Context: an optimization exercise on an open-source flow, tuned for small area, a short achievable clock period and few clock cycles per item. The choices shown serve that exercise and are no tape-out recipe. Function was checked by simulation only, so behaviour that the tests miss may differ from the original. Power figures rest on the tool's default switching activity, not on a simulated workload.

==> sierra <==
Design booth, start of the top module:
module booth (
    input  wire        clk  ,
    input  wire        rst_n,
    input  wire [15:0] x    ,
    input  wire [15:0] y    ,
    input  wire        start,
    output wire [31:0] z    ,
    output wire        busy
);
export LEC_CHECK = 0
export CAP_MARGIN = 20
export CORE_MARGIN = 2
export CORE_UTILIZATION = 40
export SLEW_MARGIN = 20
export SYNTH_HIERARCHICAL = 1
export SYNTH_MINIMUM_KEEP_SIZE = 0
create_clock -name core_clock -period 4.0 [get_ports {clk}]
standard.sh (not shown) runs the stock make flow with config.mk's settings and CLKGATE_MAP_FILE= SYNTH_SCRIPT=/design/flow/synth_recipe.tcl, a recipe that flattens the netlist after the stock synthesis.
==> flow/flow/run.sh <==
#!/bin/bash
set -euo pipefail
export BUFFER_PORTS_ARGS="-buffer_cell sky130_fd_sc_hd__buf_2"
export PRE_FLOORPLAN_TCL="$PWD/flow/downsize.tcl"
bash standard.sh > standard.log 2>&1
==> flow/flow/downsize.tcl <==
# Start the layout from the smallest drive strength of each combinational
# cell that synthesis picked; timing repair later sizes up what it needs.
set db [ord::get_db]
set block [ord::get_db_block]
set n 0
foreach inst [$block getInsts] {
  set m [[$inst getMaster] getName]
  if {![regexp {^(sky130_fd_sc_hd__([a-z0-9]+))_([0-9]+)$} $m -> base short drive]} { continue }
  if {[regexp {^(s?e?df|dl|conb|tap|fill|decap|clk)} $short]} { continue }
  foreach d {0 1 2} {
    if {$d >= $drive} { break }
    set cand ${base}_$d
    set cm [$db findMaster $cand]
    if {$cm eq "NULL" || $cm eq ""} { continue }
    replace_cell [$inst getName] $cand
    incr n
    break
  }
}
puts "downsize.tcl: resized $n instances"
==> inputs of yarrow, as changes to sierra <==
==> flow/flow/run.sh (replaced) <==
#!/bin/bash
set -euo pipefail
export RECOVER_POWER=50
bash standard.sh > standard.log 2>&1
removed: flow/flow/downsize.tcl
==> qor summary <==
item                                                                        sierra                         yarrow
Outcome                                                             finished clean                failed layout checks
Violated checks                                                                  -  capacitance limit, slew limit
Placed Instances                                                              1022                           1127
DR WL met2                                                                 9670 um                       10900 um
Post-DP HPWL                                                              15000 um                       16800 um
LEAKAGE                                                                 0.00392 uW                     0.00470 uW
Initial standard-cell utilization of the core                                0.409                          0.406
Clk_buf instances                                                                6                              5
Number of buffer and inverter instances along the worst setup path               5                              4
HP Start                                                                     start                           y[1]
Aggregate global-route resource usage                                        0.200                          0.204
Final design area excluding fillers                                    0.00937 mm2                     0.0117 mm2
Worst setup path startpoint                                                   y[3]                           y[7]
Register fraction of the total cell area                                     0.173                          0.138
M1 WL                                                                      8870 um                        9920 um
Net switching power                                                        2970 uW                        3100 uW
Well-tap cell count                                                            234                            275
Max FO, Critical Path                                                            6                              7
Share of post-route cells with drive strength above 1                        0.240                          0.445
Part of the cycle the worst path needs                                       0.981                          0.979
Met2 capacity usage during global routing                                    0.348                          0.351
Testbench counts of sierra, summed over its fixed seeds: cycles 3,200, items 3,200.
Testbench counts of yarrow, summed over its fixed seeds: cycles 3,200, items 3,200.

---

==> job 5427: inputs <==
Starting RTL as in the previous note.
Settings: LEC_CHECK=0, CAP_MARGIN=20, CORE_MARGIN=2, CORE_UTILIZATION=60, PLACE_DENSITY=0.7, SLEW_MARGIN=20, SYNTH_HIERARCHICAL=1, SYNTH_MINIMUM_KEEP_SIZE=0; clock period 4.0 ns.
run.sh (not shown) runs the stock make flow with config.mk's settings and CLKGATE_MAP_FILE= SYNTH_SCRIPT=/design/flow/synth_recipe.tcl, a recipe that flattens the netlist after the stock synthesis.
Stock flow here: none of the scripts above is used.
==> inputs of job 9462, as changes to job 5427 <==
==> flow/flow/run.sh (new file) <==
#!/bin/bash
set -euo pipefail
export BUFFER_PORTS_ARGS="-buffer_cell sky130_fd_sc_hd__buf_2"
export PRE_FLOORPLAN_TCL="$PWD/flow/downsize.tcl"
bash standard.sh > standard.log 2>&1
==> flow/flow/downsize.tcl (new file) <==
# Start the layout from the smallest drive strength of each combinational
# cell that synthesis picked; timing repair later sizes up what it needs.
set db [ord::get_db]
set block [ord::get_db_block]
set n 0
foreach inst [$block getInsts] {
  set m [[$inst getMaster] getName]
  if {![regexp {^(sky130_fd_sc_hd__([a-z0-9]+))_([0-9]+)$} $m -> base short drive]} { continue }
  if {[regexp {^(s?e?df|dl|conb|tap|fill|decap|clk)} $short]} { continue }
  foreach d {0 1 2} {
    if {$d >= $drive} { break }
    set cand ${base}_$d
    set cm [$db findMaster $cand]
    if {$cm eq "NULL" || $cm eq ""} { continue }
    replace_cell [$inst getName] $cand
    incr n
    break
  }
}
puts "downsize.tcl: resized $n instances"
==> flow/standard.sh (new file) <==
#!/bin/bash
# synth_recipe.tcl (not shown) runs the flow's synth.tcl, then flattens the netlist and writes it again
# the make line also repeats each setting of config.mk as NAME=value (left out here)
make -C /OpenROAD-flow-scripts/flow DESIGN_CONFIG=/design/flow/config.mk WORK_HOME=/design/flow/orfs CLKGATE_MAP_FILE= SYNTH_SCRIPT=/design/flow/synth_recipe.tcl "${@:-finish}"
--- a/flow/config.mk
+++ b/flow/config.mk
@@ -8,6 +8,6 @@
 export CAP_MARGIN = 20
 export CORE_MARGIN = 2
-export CORE_UTILIZATION = 60
-export PLACE_DENSITY = 0.7
+export CORE_UTILIZATION = 40
+export SETUP_SLACK_MARGIN = 0.3
 export SLEW_MARGIN = 20
 export SYNTH_HIERARCHICAL = 1
removed: flow/run.sh
==> inputs of job 1257, as changes to job 5427 <==
==> flow/flow/run.sh (new file) <==
#!/bin/bash
set -euo pipefail
export BUFFER_PORTS_ARGS="-buffer_cell sky130_fd_sc_hd__buf_1"
export PRE_FLOORPLAN_TCL="$PWD/flow/downsize.tcl"
bash standard.sh > standard.log 2>&1
==> flow/flow/downsize.tcl (new file) <==
# Start the layout from the smallest drive strength of each combinational
# cell that synthesis picked; timing repair later sizes up what it needs.
set db [ord::get_db]
set block [ord::get_db_block]
set n 0
foreach inst [$block getInsts] {
  set m [[$inst getMaster] getName]
  if {![regexp {^(sky130_fd_sc_hd__([a-z0-9]+))_([0-9]+)$} $m -> base short drive]} { continue }
  if {[regexp {^(s?e?df|dl|conb|tap|fill|decap|clk)} $short]} { continue }
  foreach d {0 1 2} {
    if {$d >= $drive} { break }
    set cand ${base}_$d
    set cm [$db findMaster $cand]
    if {$cm eq "NULL" || $cm eq ""} { continue }
    replace_cell [$inst getName] $cand
    incr n
    break
  }
}
puts "downsize.tcl: resized $n instances"
==> flow/standard.sh (new file) <==
#!/bin/bash
# synth_recipe.tcl (not shown) runs the flow's synth.tcl, then flattens the netlist and writes it again
# the make line also repeats each setting of config.mk as NAME=value (left out here)
make -C /OpenROAD-flow-scripts/flow DESIGN_CONFIG=/design/flow/config.mk WORK_HOME=/design/flow/orfs CLKGATE_MAP_FILE= SYNTH_SCRIPT=/design/flow/synth_recipe.tcl "${@:-finish}"
--- a/flow/config.mk
+++ b/flow/config.mk
@@ -8,6 +8,6 @@
 export CAP_MARGIN = 20
 export CORE_MARGIN = 2
-export CORE_UTILIZATION = 60
-export PLACE_DENSITY = 0.7
+export CORE_UTILIZATION = 40
+export CTS_BUF_LIST = sky130_fd_sc_hd__clkbuf_8
 export SLEW_MARGIN = 20
 export SYNTH_HIERARCHICAL = 1
removed: flow/run.sh
==> inputs of job 2994, as changes to job 5427 <==
==> flow/flow/run.sh (new file) <==
#!/bin/bash
set -euo pipefail
export BUFFER_PORTS_ARGS="-buffer_cell sky130_fd_sc_hd__buf_2"
bash standard.sh > standard.log 2>&1
==> flow/standard.sh (new file) <==
#!/bin/bash
# synth_recipe.tcl (not shown) runs the flow's synth.tcl, then flattens the netlist and writes it again
# the make line also repeats each setting of config.mk as NAME=value (left out here)
make -C /OpenROAD-flow-scripts/flow DESIGN_CONFIG=/design/flow/config.mk WORK_HOME=/design/flow/orfs CLKGATE_MAP_FILE= SYNTH_SCRIPT=/design/flow/synth_recipe.tcl "${@:-finish}"
--- a/flow/config.mk
+++ b/flow/config.mk
@@ -8,6 +8,5 @@
 export CAP_MARGIN = 20
 export CORE_MARGIN = 2
-export CORE_UTILIZATION = 60
-export PLACE_DENSITY = 0.7
+export CORE_UTILIZATION = 40
 export SLEW_MARGIN = 20
 export SYNTH_HIERARCHICAL = 1
removed: flow/run.sh
==> run notes <==
Met1 wire length: job 5427 9636 microns; job 9462 9067 microns; job 2994 9034 microns; job 1257 8427 microns
LEAKAGE: job 5427 4.826 nW; job 9462 4.177 nW; job 2994 4.128 nW; job 1257 3.808 nW
Via density: job 5427 6.062; job 9462 5.719; job 2994 5.333; job 1257 5.569
Period utilization: job 5427 1.004; job 9462 0.9590; job 2994 0.9748; job 1257 0.9862
Post-synthesis cell area: job 5427 0.008501 sq mm; job 9462 -; job 2994 0.008501 sq mm; job 1257 -
Met1 usage in global routing: job 5427 0.4088; job 9462 0.2796; job 2994 0.2536; job 1257 0.2598
Overall die area: job 5427 0.01514 sq mm; job 9462 0.02024 sq mm; job 2994 0.02243 sq mm; job 1257 0.02024 sq mm
Met2 wire length: job 5427 11950 microns; job 9462 10570 microns; job 2994 10510 microns; job 1257 9833 microns
Leading cell type by number of instances after synthesis: job 5427 sky130_fd_sc_hd__a22oi_2; job 9462 -; job 2994 sky130_fd_sc_hd__a22oi_2; job 1257 -
Number of instances on the worst hold path: job 5427 3; job 9462 3; job 2994 1; job 1257 1
Count of placed standard cells including taps: job 5427 1036; job 9462 1019; job 2994 1088; job 1257 1033
Non-clock buffer contribution to total cell area: job 5427 0.2153; job 9462 0.1480; job 2994 0.1220; job 1257 0.1197
Status: job 5427 finished with violations; job 9462 finished clean; job 2994 finished clean; job 1257 finished clean
Violated checks: job 5427 negative setup slack; job 9462 -; job 2994 -; job 1257 -
Final count of negative-setup-slack endpoints: job 5427 2; job 9462 0; job 2994 0; job 1257 0
Fraction of registers with async set/reset: job 5427 0; job 9462 -; job 2994 0; job 1257 -
HPWL after detailed placement: job 5427 16420 microns; job 9462 15260 microns; job 2994 16580 microns; job 1257 15130 microns
Post-synthesis compound-gate area fraction: job 5427 0.2641; job 9462 -; job 2994 0.2641; job 1257 -
Global-route met2 utilization: job 5427 0.5283; job 9462 0.3661; job 2994 0.3468; job 1257 0.3382
Wire length on met3: job 5427 1634 microns; job 9462 1185 microns; job 2994 800 microns; job 1257 1181 microns
First-pass GRT wire length: job 5427 35910 microns; job 9462 33270 microns; job 2994 33930 microns; job 1257 31730 microns
Layout clock buffer count: job 5427 6; job 9462 5; job 2994 5; job 1257 5
Area Overhead vs Synth: job 5427 38.48%; job 9462 -; job 2994 22.14%; job 1257 -
Testbench counts of job 5427, summed over its fixed seeds: cycles 3,200, items 3,200.
Testbench counts of job 9462, summed over its fixed seeds: cycles 3,200, items 3,200.
Testbench counts of job 1257, summed over its fixed seeds: cycles 3,200, items 3,200.
Testbench counts of job 2994, summed over its fixed seeds: cycles 3,200, items 3,200.

## re-timing with driven ports
How much do the figures lean on ideal ports? The routed layouts below were timed once more, with nothing changed but the port constraints. Step 1 sets driving cells, clkbuf_16 on the clock port and buf_2 on the other inputs (assumed; they add their load-dependent delay and slew). Step 2, shift: input delay + t, output delay - t, t = (earliest + latest rising clock arrival at the registers) / 2. This alone moves slack from input paths to output paths. Three values: no drivers, after step 1, after step 2; two values: the first two.
run | shift t [ns] | slack for setup (ns) | hold slack, ns | clock arrival spread, ns | worst data-port slew with drivers (ns)
sierra | 0.349 | 0.075 / 0.052 / -0.297 | 1.185 / 1.161 / 1.239 | 0.010 / 0.011 | 0.07
yarrow | 0.351 | 0.084 / 0.099 / -0.252 | 1.341 / 1.332 / 1.683 | 0.005 / 0.005 | 0.05
job 5427 | 0.348 | -0.015 / -0.003 / -0.351 | 1.179 / 1.162 / 1.510 | 0.010 / 0.009 | 0.05
job 9462 | 0.349 | 0.164 / 0.149 / -0.200 | 1.127 / 1.165 / 1.235 | 0.006 / 0.006 | 0.08
job 1257 | 0.369 | 0.055 / 0.053 / -0.316 | 0.934 / 0.916 / 1.261 | 0.024 / 0.024 | 0.05
job 2994 | 0.354 | 0.101 / 0.109 / -0.245 | 1.072 / 1.043 / 1.239 | 0.015 / 0.016 | 0.05
For sierra, which loses most, drivers alone change the setup slack by -0.023 ns; drivers and shift together by -0.372 ns.
